Source: an optimization exercise on an open RTL-to-GDS flow (aim: small area, a short achievable clock period and few clock cycles). Production flows keep margins and buffers that such runs may drop. Function was checked by simulation only, so behaviour that the tests miss may differ from the original. Power and IR drop assume default switching activity.

==> flow/design.v (outline; a module is shown in full before it is edited, if it fits) <==
// module mul: 962 lines
module mul
(
	input clk,
	input rst,
	input  [31:0] a,
	input  [31:0] b,
	input start,
	output [31:0] res_mul,
	output logic vld
);
  // ...
==> flow/flow/run.sh <==
#!/bin/bash
# The standard ORFS layout with three changes to how it is made:
#  - synthesis skips the generic ABC pass inside Yosys's synth command
#    (SYNTH_ARGS=-noabc), so extract_fa sees the adders as written and maps
#    them to full-adder cells without inverters between them; registers and
#    their names are the standard synthesis's;
#  - the port buffers are sky130_fd_sc_hd__buf_4 instead of a delay buffer;
#  - repair_timing aims for a larger setup margin.
set -euo pipefail
cd "$(dirname "$0")/.."
export SYNTH_ARGS="-noabc"
export BUFFER_PORTS_ARGS="-buffer_cell sky130_fd_sc_hd__buf_4"
export SETUP_SLACK_MARGIN=6.4
bash standard.sh finish > standard.log 2>&1
==> flow/standard.sh <==
#!/bin/bash
# synth_recipe.tcl (not shown) runs the flow's synth.tcl, then flattens the netlist and writes it again
# the make line also repeats each setting of config.mk as NAME=value (left out here)
make -C /OpenROAD-flow-scripts/flow DESIGN_CONFIG=/design/flow/config.mk WORK_HOME=/design/flow/orfs CLKGATE_MAP_FILE= SYNTH_SCRIPT=/design/flow/synth_recipe.tcl "${@:-finish}"
==> flow/config.mk <==
export PLATFORM = sky130hd
export DESIGN_NAME = mul
export DESIGN_NICKNAME = mul
export VERILOG_FILES = /design/flow/design.v
export SDC_FILE = /design/flow/constraint.sdc
export NUM_CORES = 4
export LEC_CHECK = 0
export CAP_MARGIN = 20
export CORE_MARGIN = 2
export CORE_UTILIZATION = 55
export CTS_BUF_LIST = sky130_fd_sc_hd__clkbuf_4 sky130_fd_sc_hd__clkbuf_8
export CTS_CLUSTER_SIZE = 40
export SLEW_MARGIN = 20
==> flow/constraint.sdc <==
create_clock -name core_clock -period 12.0 [get_ports {clk}]
set_input_delay 2.4000 -clock core_clock [delete_from_list [all_inputs] [get_ports {clk}]]
set_output_delay 2.4000 -clock core_clock [all_outputs]
set_load 0.01 [all_outputs]
==> impl_results.md, run 1 <==
* Seq pwr share at around 11%
* Bufs w/o clock at between 150 and 200
* Largest class: multi-input combinational cells
* Placed cell count at 1493
* Root buf cell: clkbuf_8
* Area contributors post-synth: fa_1 34%, xnor2_1 18%, a22oi_1 13%, dfxtp_1 10%, ha_1 4.6%
* CTS H-tree lvls at 3
* Largest net degree at the start of global routing at 63
* Critical Path Slowest Stage Cell: or4_4
* Crit path required time at approximately 9.6 ns
* Die span in y at 154 um
* Clk cell area share at approximately 1.3%
* Tapcells at between 200 and 300
* PostCTS Resize Cnt at 45
* Status: no timing/DRC/antenna violations
* Clk buf depth at 2
* Simple-Gate Fraction of Synth Area at approximately 7.0%
* Crit path buf inv count at 2
* DP HPWL at around 26000 um
* Sw Share at ~46%
* Commonest cells after routing, fill and taps aside: 252 x xnor2_1, 203 x a22oi_1, 176 x fa_1
* Vias in the first global route at 10200
* Yosys top cell by area: fa_1
* Clk pin slew, worst setup/hold paths at roughly 0.090 ns
* Total track usage at 33.3%
* GR peak layer: met2
* Post-Synth Adder-Cell Area at roughly two fifths
* Hold Startpoint: rst
* Final ANT Viol Nets at 0
* Crit path to: res_mul[31]
* Grt met1 use at between 40% and 50%
* Worst Setup Path Type: reg -> out
* Drt first-iter violations at roughly 1000
* Setup ws final at 6.36 ns
* Pwr per Cell Area at 266 nW/um2
* Final WL at 40300 um
* Worst hold endpoint: vld
* FF/Latch Area at 1300 um2
Testbench counts, summed over its fixed seeds: cycles 3,200.
==> run 2, diff against run 1 <==
--- a/flow/flow/run.sh
+++ b/flow/flow/run.sh
@@ -10,5 +10,5 @@
 cd "$(dirname "$0")/.."
 export SYNTH_ARGS="-noabc"
 export BUFFER_PORTS_ARGS="-buffer_cell sky130_fd_sc_hd__buf_4"
-export SETUP_SLACK_MARGIN=6.4
+export SETUP_SLACK_MARGIN=6.1
 bash standard.sh finish > standard.log 2>&1
==> impl_results.md, run 2 <==
* Element type at the critical path end: flip-flop (was output pin)
* N_diodes at 0 (unchanged)
* Synth top area share at 34.4% (unchanged)
* Core Area at 22400 um2 (unchanged)
* Worst Setup Path Type: in -> reg (was reg -> out)
* Total power at 0.00378 W (was 0.00394 W)
* Max Slew Vio Count at 0 (unchanged)
* Largest net degree at the start of global routing at 63 (unchanged)
* Initial antenna violation count at 0 (unchanged)
* Min-delay worst type: in -> reg (unchanged)
* Setup ws final at 6.18 ns (was 6.36 ns)
* Root buf cell: clkbuf_8 (unchanged)
* Max cap viols at 0 (unchanged)
* Die area at 23900 um2 (unchanged)
* Status: no timing/DRC/antenna violations (unchanged)
* Largest delay share family, worst path: adder cells (unchanged)
* Seq/Total Area, Yosys at 10.5% (unchanged)
* Critical path data arrival time at 6.08 ns (was 3.24 ns)
* Final ANT Viol Nets at 0 (unchanged)
* Most common cell in the netlist: xnor2_1 (unchanged)
* Synth Area per Inst at 10.2 um2 (unchanged)
* Die span in y at 154 um (unchanged)
* RSZ-0062 raised after global routing: true (unchanged)
* Dpl cell area at 13200 um2 (was 13400 um2)
* Die width at 154 um (unchanged)
* Yosys top cell by area: fa_1 (unchanged)
* EDFF count, synth at 0 (unchanged)
* Initial Util at 55.5% (unchanged)
* Final Hold Fails at 0 (unchanged)
* Final period utilization at 48.5% (was 47.0%)
* Clk pin slew, worst setup/hold paths at 0.08 ns (was 0.09 ns)
* Critical Path Slowest Stage Cell: ha_1 (was or4_4)
* Clk buf depth at 2 (unchanged)
* CP peak stage delay at 0.66 ns (was 0.52 ns)
* Pwr per Cell Area at 278 nW/um2 (was 266 nW/um2)
* Slew margin rel. at 56.5% (was 60.6%)
* DP HPWL at 26700 um (was 26000 um)
* Share of cells above drive strength 1 at 14.6% (was 24.5%)
* Final WL at 37700 um (was 40300 um)
* Setup Viol. Count Final at 0 (unchanged)
* # DRC at 0 (unchanged)
* Gate Count Post-Synth at 1226 (unchanged)
* Synthesized flop and latch total at 65 (unchanged)
* FFs w/ async S/R, synth at 0% (unchanged)
* Setup crit start kind: input port (was flip-flop)
* CP max FO at 16 (was 3)
* Input/output buffers at 99 (unchanged)
* Leak at 5.12 nW (was 5.51 nW)
* Drt first-iter violations at 1005 (unchanged)
* Layout area overhead at 9.48% (was 19.3%)
* Vias in the first global route at 9868 (was 10200)
* First-pass GRT wire length at 59800 um (about the same)
* Worst-Margin Slew at 0.646 ns (was 0.589 ns)
* Final TNS setup at 0 ns (unchanged)
* Commonest cells after routing, fill and taps aside: 259 x xnor2_1, 221 x a22oi_1, 214 x fa_1 (was 252 x xnor2_1, 203 x a22oi_1, 176 x fa_1)
* Critical Path, Cell by Cell: buf_4, ha_1, a22oi_1, xnor2_1, fa_1, fa_1, fa_1, fa_1, fa_1 (was fa_2, fa_2, ha_4, nand4_1, buf_6, or4_4, nand3_4, a21oi_4, o21ai_2, xnor2_1, buf_4)
* Fin area at 13600 um2 (was 14800 um2)
* # IOs at 100 (unchanged)
* Site Rows at 55 (unchanged)
* Syn Std Cell Area at 12400 um2 (unchanged)
* Finished Core Util at 60.8% (was 66.2%)
* First drt pass iteration count at 6 (was 7)
* CTS H-tree lvls at 3 (unchanged)
* Vias/cell at 6.29 (was 6.39)
* Total track usage at 33.0% (was 33.3%)
* Inserted Clock Buffers at 9 (unchanged)
* VDD IR-drop max at 335 uV (was 416 uV)
* Post-route minimum period at 5.82 ns (was 5.64 ns)
* Commonest cells in the netlist: 259 x xnor2_1, 221 x a22oi_1, 214 x fa_1 (unchanged)
* Crit path required time at 12.26 ns (was 9.60 ns)
* Unique masters post-synth at 51 (unchanged)
* Gp weighted congestion at 0.880 (was 0.836)
* Synth warnings at 1 (unchanged)
* Syn Nets at 1553 (unchanged)
* Vias at 9598 (was 10100)
* Most common cell after layout, fill and taps aside: xnor2_1 (unchanged)
* Avg WL per Cell at 24.7 um (was 25.6 um)
* Crit path top cell by count: fa_1 (was fa_2)
* Setup slack at placement at 5.06 ns (was 5.56 ns)
* Global route overflow at 0 (unchanged)
* Fmax at 0.172 GHz (was 0.177 GHz)
* Area contributors post-synth: fa_1 34%, xnor2_1 18%, a22oi_1 13%, dfxtp_1 10%, ha_1 4.6% (unchanged)
* Nets@finish at 1565 (was 1614)
* CTS Sinks at 65 (unchanged)
* CTS tree: yes (unchanged)
* Primary FF master, synth: dfxtp_1 (unchanged)
* Crit path buf inv count at 1 (was 2)
## run 2: changes by cell type in the layout (fill, tap and decap cells not counted), sizes merged
| cell | delta |
|---|---|
| bufinv | -2 |
| o21ai | -1 |
| buf | -42 |
| clkbuf | +1 |
| bufbuf | -1 |
| clkinv | -7 |
| o22ai | -1 |
| inv | +3 |
## run 2: layer usage
layer  up-vias  GRT usage, %  wire length, um
met5         -             0                0
met4         0          9.83              966
met3        66          5.30             3050
met2       505          53.1            17900
met1      4800          46.2            15800
li1       4227             -                -
## run 2: what timing repair did
item | in CTS | in global routing
pin swaps | 0 | 2
hold buffers | 0 | 0
endpoints found under the setup margin | 44 | 27
setup buffers | 3 | 6
gates resized for setup | 12 | 16
## run 2: layout make-up
| cell class | instances | area (um2) |
|---|---|---|
| well taps | 285 | 357 |
| multi-input cells | 1022 | 10700 |
| clock inverters | 2 | 60.1 |
| clock buffers | 13 | 173 |
| inverters | 15 | 81.3 |
| fillers | 1956 | 8800 |
| repair buffers | 125 | 962 |
| flip-flops and latches | 65 | 1300 |
## run 2: kinds of logic after synthesis
logic type / after synthesis / synth area share (%)
xor gates and xnor gates: 290 / 21.2
and+or+nand+nor: 170 / 7.03
adders and majority gates: 260 / 39.0
muxes: 6 / 0.482
DFF: 65 / 10.5
AOI/OAI and AO/OA: 296 / 17.4
buffers and inverters: 139 / 4.44
## run 2: worst paths after layout
check	cells after the start	slack [ns]	start	endpoint
setup / recovery	9	6.18	b[15]	s633_q
hold / removal	2	2.16	rst	vld
## run 2: stage by stage
step / std cells / hold WS, ns
5_1_grt: 1527 / 2.17
3_5_place_dp: 1503 / 2.56
2_1_floorplan: 1226 / 2.47
6_report: 1527 / 2.16
4_1_cts: 1521 / 2.15
3_3_place_gp: 1503 / 2.55
## run 2: report_power, final
group	internal (W)	leakage, nW	switching (W)
Clock	0.000136	0.119	0.000107
Sequential	0.000385	0.548	0.0000549
Combinational	0.00152	4.46	0.00158
Total	0.00204	5.12	0.00175
==> run 3, diff against run 2 <==
--- a/flow/flow/run.sh
+++ b/flow/flow/run.sh
@@ -10,5 +10,5 @@
 cd "$(dirname "$0")/.."
 export SYNTH_ARGS="-noabc"
 export BUFFER_PORTS_ARGS="-buffer_cell sky130_fd_sc_hd__buf_4"
-export SETUP_SLACK_MARGIN=6.1
+export SETUP_SLACK_MARGIN=6.2
 bash standard.sh finish > standard.log 2>&1
--- a/flow/config.mk
+++ b/flow/config.mk
@@ -7,7 +7,7 @@
 export LEC_CHECK = 0
 export CAP_MARGIN = 20
 export CORE_MARGIN = 2
-export CORE_UTILIZATION = 55
+export CORE_UTILIZATION = 45
 export CTS_BUF_LIST = sky130_fd_sc_hd__clkbuf_4 sky130_fd_sc_hd__clkbuf_8
 export CTS_CLUSTER_SIZE = 40
 export SLEW_MARGIN = 20
==> impl_results.md, run 3 <==
* Pwr per Cell Area at 278 nW/um2 (about the same)
* Layout area overhead at 11.9% (was 9.48%)
* Gp weighted congestion at 0.874 (was 0.880)
* CP max FO at 62 (was 16)
* Worst Setup Path Type: in -> reg (unchanged)
* Crit path top cell by count: fa_1 (unchanged)
* Vias in the first global route at 9910 (was 9868)
* First-pass GRT wire length at 59200 um (was 59800 um)
* Final period utilization at 47.4% (was 48.5%)
* Fillers at 2480 (was 1956)
* Global route overflow at 0 (unchanged)
* Inserted Clock Buffers at 9 (unchanged)
* Synth top area share at 34.4% (unchanged)
* Vias/cell at 6.10 (was 6.29)
* Vias at 9673 (was 9598)
* Most common cell in the netlist: xnor2_1 (unchanged)
* Dpl cell area at 13300 um2 (was 13200 um2)
* Post-route minimum period at 5.69 ns (was 5.82 ns)
* Crit path to: s581_q (was s633_q)
* Total track usage at 27.3% (was 33.0%)
* Min-delay worst type: in -> reg (unchanged)
* Synthesized flop and latch total at 65 (unchanged)
* First drt pass iteration count at 6 (unchanged)
* CTS Sinks at 65 (unchanged)
* Leak at 5.20 nW (was 5.12 nW)
* Critical path data arrival time at 5.95 ns (was 6.08 ns)
* Root buf cell: clkbuf_8 (unchanged)
* Site Rows at 60 (was 55)
* Gate Count Post-Synth at 1226 (unchanged)
* Max cap viols at 0 (unchanged)
* Die span in y at 170 um (was 154 um)
* Share of cells above drive strength 1 at 16.1% (was 14.6%)
* # DRC at 0 (unchanged)
* Setup Viol. Count Final at 0 (unchanged)
* Critical Path Slowest Stage Cell: fa_1 (was ha_1)
* Die area at 29000 um2 (was 23900 um2)
* EDFF count, synth at 0 (unchanged)
* Fin area at 13900 um2 (was 13600 um2)
* Die width at 170 um (was 154 um)
* Seq/Total Area, Yosys at 10.5% (unchanged)
* Area contributors post-synth: fa_1 34%, xnor2_1 18%, a22oi_1 13%, dfxtp_1 10%, ha_1 4.6% (unchanged)
* Avg WL per Cell at 24.1 um (was 24.7 um)
* Fmax at 0.176 GHz (was 0.172 GHz)
* Routed wl met3 at 3100 um (was 3050 um)
* Status: no timing/DRC/antenna violations (unchanged)
* Core Area at 27000 um2 (was 22400 um2)
* Setup ws final at 6.31 ns (was 6.18 ns)
* Synth Area per Inst at 10.2 um2 (unchanged)
* Primary FF master, synth: dfxtp_1 (unchanged)
* Slew margin rel. at 57.6% (was 56.5%)
* CTS H-tree lvls at 3 (unchanged)
* Synth warnings at 1 (unchanged)
* FFs w/ async S/R, synth at 0% (unchanged)
* CP peak stage delay at 0.56 ns (was 0.66 ns)
* Final ANT Viol Nets at 0 (unchanged)
* Setup crit start kind: input port (unchanged)
* Critical Path, Cell by Cell: buf_16, ha_1, buf_6, a22oi_1, xnor2_2, fa_1, fa_1, fa_1, fa_1, fa_1 (was buf_4, ha_1, a22oi_1, xnor2_1, fa_1, fa_1, fa_1, fa_1, fa_1)
* # IOs at 100 (unchanged)
* Initial Util at 46.1% (was 55.5%)
* Clk pin slew, worst setup/hold paths at 0.08 ns (about the same)
* Syn Nets at 1553 (unchanged)
* N_diodes at 0 (unchanged)
* Final TNS setup at 0 ns (unchanged)
* Critical Path Start: b[1] (was b[15])
* Final WL at 38200 um (was 37700 um)
* Commonest cells after routing, fill and taps aside: 251 x xnor2_1, 219 x a22oi_1, 211 x fa_1 (was 259 x xnor2_1, 221 x a22oi_1, 214 x fa_1)
* Nets@finish at 1566 (was 1565)
* Yosys top cell by area: fa_1 (unchanged)
* Setup slack at placement at 5.26 ns (was 5.06 ns)
* Hold Startpoint: rst (unchanged)
* Crit path required time at 12.26 ns (about the same)
* Worst-Margin Slew at 0.629 ns (was 0.646 ns)
* RSZ-0062 raised after global routing: false (was true)
* Syn Std Cell Area at 12400 um2 (unchanged)
* Initial antenna violation count at 0 (unchanged)
* Max Slew Vio Count at 0 (unchanged)
* Top layer in use: met4 (unchanged)
* Met2 WL at 18000 um (was 17900 um)
* Commonest cells in the netlist: 259 x xnor2_1, 221 x a22oi_1, 214 x fa_1 (unchanged)
* Element type at the critical path end: flip-flop (unchanged)
* Most common cell after layout, fill and taps aside: xnor2_1 (unchanged)
* CTS tree: yes (unchanged)
* Unique masters post-synth at 51 (unchanged)
* Largest net degree at the start of global routing at 63 (unchanged)
* DP HPWL at 26900 um (was 26700 um)
* Input/output buffers at 99 (unchanged)
* VDD IR-drop max at 147 uV (was 335 uV)
* Final Hold Fails at 0 (unchanged)
* Wl on met1 at 15700 um (was 15800 um)
* Drt first-iter violations at 877 (was 1005)
* Clk buf depth at 2 (unchanged)
-- run 3: power by group --
part           switching, W  internal (W)  total [W]  leakage (nW)
sequential        0.0000556      0.000385   0.000441         0.548
combinational       0.00164       0.00156    0.00320          4.55
clock              0.000108      0.000123   0.000231         0.105
total               0.00180       0.00207    0.00387          5.20
-- run 3: routing by layer --
metal	track usage [%]	up-vias
met5	0	-
met1	36.8	4834
met2	44.3	520
li1	-	4235
met4	10.9	0
met3	3.93	84
-- run 3: final cells by class --
type	instances	area (um2)	share of cell area, %
Tap cell	341	427	3.06
Multi-Input combinational cell	1022	10800	77.7
Clock inverter	6	91.3	0.655
Sequential cell	65	1300	9.34
Timing Repair Buffer	126	1030	7.41
Clock buffer	10	138	0.988
Inverter	15	120	0.862
-- run 3: kinds of logic (layout without fill, tap and decap cells) --
group / count (synthesis) / in the layout / synth area share (%)
AND/OR/NAND/NOR: 170 / 170 / 7.03
AO/OA/AOI/OAI: 296 / 296 / 17.4
flip-flops: 65 / 65 / 10.5
adder cells (fa/ha/maj): 260 / 260 / 39.0
buffers and inverters: 139 / 157 / 4.44
XOR/XNOR: 290 / 290 / 21.2
multiplexers: 6 / 6 / 0.482
-- run 3: how the worst min path moves through the flow --
stage | to | slack, ns | cells after the start
2_1_floorplan | vld | 2.47 | 1
3_3_place_gp | vld | 2.56 | 2
3_5_place_dp | vld | 2.56 | 2
4_1_cts | vld | 2.14 | 2
5_1_grt | vld | 2.15 | 2
6_report | vld | 2.16 | 2
-- run 3: stage by stage --
step / power [W] / hold WS, ns / instances / utilization, %
after global placement: 0.00351 / 2.56 / 1556 / 49.0
final: 0.00387 / 2.16 / 1585 / 51.6
after CTS: 0.00389 / 2.14 / 1574 / 50.4
after detailed placement: 0.00360 / 2.56 / 1556 / 49.0
after floorplan: 0.00255 / 2.47 / 1226 / -
after global routing: 0.00429 / 2.15 / 1585 / 51.6
-- run 3: critical path: cells and delay by family --
| kind | cells | cell delay, ns |
|---|---|---|
| adder cells (fa/ha/maj) | 6 | 2.67 |
| XOR/XNOR | 1 | 0.16 |
| AO/OA/AOI/OAI | 1 | 0.30 |
| buffers and inverters | 2 | 0.39 |
-- run 3: what timing repair did --
action	in CTS	in global routing
setup endpoints to repair	43	28
resized for setup	26	48
pin swaps	3	6
buffers inserted	2	11
hold buffers	0	0
gates cloned	0	0
==> run 4, diff against run 3 <==
--- a/flow/flow/run.sh
+++ b/flow/flow/run.sh
@@ -11,4 +11,4 @@
 export SYNTH_ARGS="-noabc"
 export BUFFER_PORTS_ARGS="-buffer_cell sky130_fd_sc_hd__buf_4"
 export SETUP_SLACK_MARGIN=6.2
-bash standard.sh finish > standard.log 2>&1
+bash standard.sh MATCH_CELL_FOOTPRINT=0 finish > standard.log 2>&1
--- a/flow/config.mk
+++ b/flow/config.mk
@@ -7,7 +7,7 @@
 export LEC_CHECK = 0
 export CAP_MARGIN = 20
 export CORE_MARGIN = 2
-export CORE_UTILIZATION = 45
+export CORE_UTILIZATION = 55
 export CTS_BUF_LIST = sky130_fd_sc_hd__clkbuf_4 sky130_fd_sc_hd__clkbuf_8
 export CTS_CLUSTER_SIZE = 40
 export SLEW_MARGIN = 20
==> impl_results.md, run 4 <==
* First drt pass iteration count at 7 (was 6)
* Final ANT Viol Nets at 0 (unchanged)
* Element type at the critical path end: flip-flop (unchanged)
* # IOs at 100 (unchanged)
* Final TNS setup at 0 ns (unchanged)
* Slew margin rel. at 57.8% (was 57.6%)
* Yosys top cell by area: fa_1 (unchanged)
* Setup crit start kind: input port (unchanged)
* Final Hold Fails at 0 (unchanged)
* CTS Sinks at 65 (unchanged)
* Fillers at 1965 (was 2480)
* Avg WL per Cell at 25.2 um (was 24.1 um)
* Status: no timing/DRC/antenna violations (unchanged)
* Synth warnings at 1 (unchanged)
* Leak at 5.18 nW (was 5.20 nW)
* FF/Latch Area at 1300 um2 (unchanged)
* GR peak layer: met2 (unchanged)
* Total track usage at 33.3% (was 27.3%)
* Post-route minimum period at 5.73 ns (was 5.69 ns)
* Pwr per Cell Area at 275 nW/um2 (was 278 nW/um2)
* Max Slew Vio Count at 0 (unchanged)
* N_diodes at 0 (unchanged)
* Clk pin slew, worst setup/hold paths at 0.09 ns (was 0.08 ns)
* Commonest cells in the netlist: 259 x xnor2_1, 221 x a22oi_1, 214 x fa_1 (unchanged)
* Layout area overhead at 10.5% (was 11.9%)
* Most common cell after layout, fill and taps aside: xnor2_1 (unchanged)
* Largest net degree at the start of global routing at 63 (unchanged)
* Area contributors post-synth: fa_1 34%, xnor2_1 18%, a22oi_1 13%, dfxtp_1 10%, ha_1 4.6% (unchanged)
* Min-delay worst type: in -> reg (unchanged)
* Die area at 23900 um2 (was 29000 um2)
* Nets@finish at 1573 (was 1566)
* Clk buf depth at 2 (unchanged)
* Initial Util at 55.5% (was 46.1%)
* FFs w/ async S/R, synth at 0% (unchanged)
* GR Util met2 at 54.4% (was 44.3%)
* CP max FO at 17 (was 62)
* Hold Slack at 2.16 ns (about the same)
* Initial antenna violation count at 0 (unchanged)
* Vias/cell at 6.34 (was 6.10)
* Worst-Margin Slew at 0.627 ns (was 0.629 ns)
* Fmax at 0.175 GHz (was 0.176 GHz)
* Placed cell count at 1502 (was 1556)
* Inserted Clock Buffers at 9 (unchanged)
* Met3 Usage GRT at 4.96% (was 3.93%)
* Vias at 9728 (was 9673)
* RSZ-0062 raised after global routing: true (was false)
* Primary FF master, synth: dfxtp_1 (unchanged)
* Die width at 154 um (was 170 um)
* Root buf cell: clkbuf_8 (unchanged)
* Seq/Total Area, Yosys at 10.5% (unchanged)
* Site Rows at 55 (was 60)
* EDFF count, synth at 0 (unchanged)
* Syn Std Cell Area at 12400 um2 (unchanged)
* # DRC at 0 (unchanged)
* Crit path required time at 12.27 ns (was 12.26 ns)
* CTS tree: yes (unchanged)
* Syn Nets at 1553 (unchanged)
* Final period utilization at 47.7% (was 47.4%)
* VDD IR-drop max at 522 uV (was 147 uV)
* Share of cells above drive strength 1 at 15.9% (was 16.1%)
* Commonest cells after routing, fill and taps aside: 255 x xnor2_1, 221 x a22oi_1, 212 x fa_1 (was 251 x xnor2_1, 219 x a22oi_1, 211 x fa_1)
* Non-filler cells, final at 1534 (was 1585)
* Drt first-iter violations at 983 (was 877)
* DP HPWL at 26900 um (about the same)
* First-pass GRT wire length at 59900 um (was 59200 um)
* Synth top area share at 34.4% (unchanged)
* Grt met1 use at 45.9% (was 36.8%)
* Most common cell in the netlist: xnor2_1 (unchanged)
* Critical path data arrival time at 6.00 ns (was 5.95 ns)
* Global route overflow at 0 (unchanged)
* Synth Area per Inst at 10.2 um2 (unchanged)
* Worst Setup Path Type: in -> reg (unchanged)
* Setup Viol. Count Final at 0 (unchanged)
* Gp weighted congestion at 0.864 (was 0.874)
* Gate Count Post-Synth at 1226 (unchanged)
* Input/output buffers at 99 (unchanged)
* Final WL at 38700 um (was 38200 um)
* Die span in y at 154 um (was 170 um)
* Synthesized flop and latch total at 65 (unchanged)
* Area occupied by multi-input gates at 10800 um2 (about the same)
* Core Area at 22400 um2 (was 27000 um2)
* Max cap viols at 0 (unchanged)
* CTS H-tree lvls at 3 (unchanged)
* Vias in the first global route at 9879 (was 9910)
* Unique masters post-synth at 51 (unchanged)
-- run 4: logic make-up (layout without fill, tap and decap cells) --
kind of cell | count (synthesis) | after routing | share of synthesized area (%)
compound gates | 296 | 297 | 17.4
xor+xnor | 290 | 290 | 21.2
fa+ha+maj | 260 | 260 | 39.0
simple gates | 170 | 170 | 7.03
buf+inv | 139 | 161 | 4.44
flops | 65 | 65 | 10.5
mux | 6 | 6 | 0.482
-- run 4: final timing paths --
| path | depth (start not counted) | endpoint | startpoint | slack [ns] |
|---|---|---|---|---|
| worst min-delay path | 2 | vld | rst | 2.16 |
| worst max-delay path | 10 | s633_q | b[13] | 6.27 |
-- run 4: layer usage --
layer | wire length (um) | up-vias | share of wire, %
met1 | 16000 | 4894 | 41
met5 | 0 | - | 0
li1 | - | 4243 | -
met3 | 2970 | 81 | 7.7
met4 | 1050 | 0 | 2.7
met2 | 18600 | 510 | 48
-- run 4: through the flow --
stage	worst slack (ns)	total power (W)	util [%]	cell area (um2)
floorplan	6.20	0.00256	-	12500
global placement	5.18	0.00349	58.9	13200
detailed placement	5.07	0.00357	58.9	13200
CTS	6.15	0.00381	60.4	13600
global route	6.13	0.00425	61.3	13800
finish	6.27	0.00379	61.3	13800
-- run 4: area by class of cell --
class                   count  area share (%)
clock buffers              10            1.00
clock inverters             4           0.327
inverters                  15           0.682
multi-input cells        1023            78.2
flip-flops and latches     65            9.46
well taps                 285            2.59
repair buffers            132            7.69
-- run 4: worst max-delay path, stage by stage --
cell	delay [ns]
buf_4	0.14
ha_2	0.17
nand2b_1	0.24
inv_2	0.44
xnor2_1	0.20
fa_1	0.48
fa_1	0.48
fa_1	0.48
fa_1	0.53
fa_1	0.42
-- run 4: where the power goes --
| part | switching (W) | internal [W] |
|---|---|---|
| clock network | 0.000103 | 0.0000984 |
| logic | 0.00162 | 0.00153 |
| registers | 0.0000541 | 0.000385 |
| total | 0.00177 | 0.00202 |
-- run 4: repair_timing --
item	4_1_cts	5_1_grt
setup endpoints to repair	46	31
pin swaps	2	2
hold buffers	0	0
resized for setup	25	27
buffers inserted	6	11
cloned	1	0

## re-timing with driven ports
The flow's constraints put no driver on any port. The routed layouts listed below were extracted and timed again, unchanged, in two steps. Step 1 sets driving cells, clkbuf_16 on the clock port and buf_2 on the other inputs (assumed; they add their load-dependent delay and slew). Step 2 also shifts input and output timing later by t, the mid clock arrival at the registers, as if the neighbouring blocks saw the same clock. Slacks: ideal / step 1 / step 2; pairs: ideal / step 1.
run	t (ns)	slack for setup (ns)	hold slack, ns	worst setup path after step 2	cell pins on the clock port's net
run 1	0.438	6.359 / 6.314 / 5.929	2.143 / 2.125 / 2.562	input to register	1
run 2	0.418	6.181 / 6.184 / 5.775	2.163 / 2.147 / 2.565	input to register	1
run 3	0.422	6.310 / 6.280 / 5.858	2.158 / 2.141 / 2.563	input to register	1
run 4	0.428	6.272 / 6.268 / 5.840	2.162 / 2.142 / 2.570	input to register	1
After both steps setup and hold are still met in every run listed. The setup slack of run 3, which loses most, moves by -0.030 ns with the drivers and by -0.452 ns with both steps.
